This is an optimization exercise on Yosys and OpenROAD, whose aim is small area and a short achievable clock period, not a production implementation.
The RTL was checked by simulation tests, not by an equivalence proof against the original design.

old:
==> flow/design.v <==
module if_decode(val, amt, left, fill, opr2);
input  [31:0] val;
input  [4:0]  amt;
input         left, fill;
output [31:0] opr2;
wire [63:0] s = {{32{fill}}, val} >> amt;
genvar i;
generate for (i = 0; i < 32; i = i + 1) begin : rv
    assign opr2[i] = left ? s[31 - i] : s[i];
end endgenerate
endmodule
module execute(x, y, arith, sub, adc, m, cupd, tt_l, rst, c_in, wd_lo, wd_hi, c_out);
input  [31:0] x;       
input  [31:0] y;       
input         arith;   
input         sub;     
input         adc;     
input         m;       
input         cupd;    
input  [3:0]  tt_l;    
input         rst;
input         c_in;
output [31:0] wd_lo;   
output [31:0] wd_hi;   
output        c_out;
wire        dec = m & ~c_in;
wire        c0  = sub | (adc & c_in);
wire [31:0] xs  = dec ? x - 32'd1 : x;
wire [32:0] s33 = {1'b0, xs} + {1'b0, y} + {32'd0, c0};
wire        c31 = s33[31] ^ xs[31] ^ y[31];
wire        borrow = dec & (x[30:0] == 31'd0);
wire [31:0] lg;
genvar i;
generate for (i = 0; i < 32; i = i + 1) begin : lb
    assign lg[i] = y[i] ? (x[i] ? tt_l[3] : tt_l[2]) : (x[i] ? tt_l[1] : tt_l[0]);
end endgenerate
wire [31:0] res = arith ? {s33[31] ^ m, s33[30:0]} : lg;
assign wd_lo = res & {32{~rst}};
assign wd_hi = res | {32{rst}};
wire cin_ref = c31 ^ ~borrow;
assign c_out = m ? ~((cin_ref & x[31]) | (cin_ref & y[31]) | (x[31] & y[31])) :
               cupd ? s33[32] : c_in;
endmodule
module write_back(clk,rst,instr,pos_show,pc,show);
input clk, rst;
input [31:0]instr;
input [3:0]pos_show;
output [3:0]pc;
output reg [15:0]show;
reg [31:0] r_n [1:15];             
reg [3:0]  PC;
reg [3:0]  dest_ex;
reg        we_ex;
reg        c_flag;
reg [31:0] opr1, opr2_raw;
reg [4:0]  amt_ex;
reg        left_ex, fill_ex;
reg        arith_ex, sub_ex, adc_ex, m_ex, cupd_ex;
reg [3:0]  tt_ex;
assign pc = PC;
wire [3:0] op   = instr[24:21];
wire [3:0] rn   = instr[19:16];
wire [3:0] rd   = instr[15:12];
wire [3:0] rm   = instr[3:0];
wire [3:0] rs   = instr[11:8];
wire       imm_form = instr[25];
wire       left = instr[5];
wire inv_a = (op == 4'b0011) | (op == 4'b0111);
wire inv_b = (op == 4'b0010) | (op == 4'b0110);
wire arith = (op[3:2] == 2'b01) | (op[3:1] == 3'b001) | (op[3:1] == 3'b101);
wire sub   = (op == 4'b0010) | (op == 4'b0011);
wire adc   = (op == 4'b0101);
wire m     = (op == 4'b0110) | (op == 4'b0111);
wire cupd  = (op[3:1] == 3'b010) | (op[3:1] == 3'b101);
reg [3:0] tt;                        
always @(*) begin
    case (op)
    4'b0000, 4'b1000: tt = 4'b1000;
    4'b0001, 4'b1001: tt = 4'b0110;
    4'b1100:          tt = 4'b1110;
    4'b1101:          tt = 4'b1100;
    4'b1110:          tt = 4'b0010;
    4'b1111:          tt = 4'b0011;
    default:          tt = 4'b0000;
    endcase
end
wire [32*15-1:0] rflat;
genvar g;
generate for (g = 1; g < 16; g = g + 1) begin : fl
    assign rflat[32*(g-1) +: 32] = ~r_n[g];
end endgenerate
function [31:0] rd_oh(input [15:1] s, input [32*15-1:0] rr);
    integer j;
    begin
        rd_oh = 32'd0;
        for (j = 1; j < 16; j = j + 1)
            rd_oh = rd_oh | ({32{s[j]}} & rr[32*(j-1) +: 32]);
    end
endfunction
function [15:1] onehot(input [3:0] i);
    integer j;
    for (j = 1; j < 16; j = j + 1)
        onehot[j] = (i == j);
endfunction
function [31:0] rev(input [31:0] v);
    integer j;
    for (j = 0; j < 32; j = j + 1)
        rev[j] = v[31 - j];
endfunction
wire [31:0] y;
if_decode shifter(.val(opr2_raw), .amt(amt_ex), .left(left_ex), .fill(fill_ex), .opr2(y));
wire [31:0] wd_lo, wd_hi;            
wire        c_new;
execute alu(.x(opr1), .y(y), .arith(arith_ex), .sub(sub_ex), .adc(adc_ex), .m(m_ex),
            .cupd(cupd_ex), .tt_l(tt_ex), .rst(rst), .c_in(c_flag),
            .wd_lo(wd_lo), .wd_hi(wd_hi), .c_out(c_new));
wire [31:0] rn_val = rd_oh(onehot(rn), rflat);
wire [31:0] rs_val = rd_oh(onehot(rs), rflat);
wire [31:0] rm_val = rd_oh(onehot(rm), rflat);
wire [31:0] ps_val = rd_oh(onehot(pos_show), rflat);
wire        fwd = (dest_ex == rm);
wire [4:0]  amt_reg = (we_ex && dest_ex == rs) ? wd_lo[4:0] : rs_val[4:0];
wire [4:0]  amt = imm_form ? {instr[11:8], 1'b0} : instr[4] ? amt_reg : instr[11:7];
wire [31:0] opr2_val = imm_form ? {24'd0, instr[7:0]} : left ? rev(rm_val) : rm_val;
wire [31:0] opr1_val = (we_ex && dest_ex == rn) ? wd_lo : rn_val;
integer k;
always @(posedge clk) begin
    show     <= ps_val[15:0];
    arith_ex <= arith;
    sub_ex   <= sub;
    adc_ex   <= adc;
    m_ex     <= m;
    cupd_ex  <= cupd;
    tt_ex    <= tt;
    fill_ex  <= inv_b;
    for (k = 1; k < 16; k = k + 1)
        if (rst | (we_ex & dest_ex == k))
            r_n[k] <= ~{wd_lo[31:8],
                     ((k & 8) && k != 15) ? wd_hi[7] : wd_lo[7],
                     ((k & 4) && k != 15) ? wd_hi[6] : wd_lo[6],
                     ((k & 2) && k != 15) ? wd_hi[5] : wd_lo[5],
                     ((k & 1) && k != 15) ? wd_hi[4] : wd_lo[4],
                     wd_lo[3:0]};
    if (rst) begin
        PC       <= 4'd0;
        dest_ex  <= 4'd0;
        we_ex    <= 1'b0;
        c_flag   <= 1'b0;
        opr1     <= {32{inv_a}};
        opr2_raw <= {32{inv_b}};
        amt_ex   <= 5'd0;
        left_ex  <= 1'b0;
    end else begin
        PC       <= PC + 4'd1;
        dest_ex  <= rd;
        we_ex    <= ~op[3] & (rd != 4'd0);
        c_flag   <= c_new;
        opr1     <= opr1_val ^ {32{inv_a}};
        opr2_raw <= (fwd ? wd_lo : opr2_val) ^ {32{inv_b}};
        amt_ex   <= fwd ? 5'd0 : amt;
        left_ex  <= ~fwd & ~imm_form & left;
    end
end
endmodule
export LEC_CHECK = 0
export ABC_AREA = 1
export CAP_MARGIN = 20
export CORE_MARGIN = 2
export CORE_UTILIZATION = 48
export CTS_CLUSTER_DIAMETER = 100
export CTS_CLUSTER_SIZE = 22
export SLEW_MARGIN = 20
export TNS_END_PERCENT = 0
create_clock -name core_clock -period 10.0 [get_ports {clk}]
standard.sh (not shown) runs the stock make flow with config.mk's settings and CLKGATE_MAP_FILE= SYNTH_SCRIPT=/design/flow/synth_recipe.tcl, a recipe that flattens the netlist after the stock synthesis.
==> flow/flow/run.sh <==
#!/bin/bash
set -euo pipefail
export SETUP_SLACK_MARGIN=6.1
bash standard.sh > standard_flow.log 2>&1
old completed end to end with timing, DRC and antenna clean.
What new does differently from old at the input level:
# old
export LEC_CHECK = 0
export ABC_AREA = 1
export CAP_MARGIN = 20
export CORE_MARGIN = 2
export CORE_UTILIZATION = 48
export CTS_CLUSTER_DIAMETER = 100
export CTS_CLUSTER_SIZE = 22
export SLEW_MARGIN = 20
export TNS_END_PERCENT = 0
create_clock -name core_clock -period 10.0 [get_ports {clk}]
# new
export LEC_CHECK = 0
export ABC_AREA = 1
export CAP_MARGIN = 20
export CORE_MARGIN = 2
export CORE_UTILIZATION = 42
export CTS_CLUSTER_DIAMETER = 100
export CTS_CLUSTER_SIZE = 22
export SLEW_MARGIN = 20
export TNS_END_PERCENT = 0
create_clock -name core_clock -period 10.0 [get_ports {clk}]
Results
- As far as max-cap violation count goes, old and new are indistinguishable; the numbers are identical.
- [compare] base=old new=new: routed wire length lower, number of nets in the layout moved down.

==> re-timing with driven ports <==
The flow's constraints put no driver on any port. The routed layouts listed below were extracted and timed again, unchanged, in two steps. Step 1 (the two cells are an assumption about what drives the block):
set clk [get_ports {clk}]
set_driving_cell -lib_cell sky130_fd_sc_hd__clkbuf_16 $clk
set_driving_cell -lib_cell sky130_fd_sc_hd__buf_2 [delete_from_list [all_inputs] $clk]
Step 2 adds t to the input delays and takes it off the output delays; t is the mean of the earliest and latest rising clock arrival at the registers after step 1. Input paths then give back, and output paths get back, about the clock's delay inside the block. Three values: ideal, step 1, step 2; two values: the first two.
| run | shift t [ns] | slack for setup (ns) | worst register clock-pin slew, ns | worst slew at a driven data input, ns |
|---|---|---|---|---|
| old | 0.664 | 5.877 / 5.918 / 5.254 | 0.10 / 0.10 | 0.05 |
| new | 0.709 | 5.712 / 5.755 / 5.046 | 0.11 / 0.11 | 0.13 |
After both steps setup and hold are still met in every run listed. The setup slack of new, which loses most, moves by +0.043 ns with the drivers and by -0.666 ns with both steps.
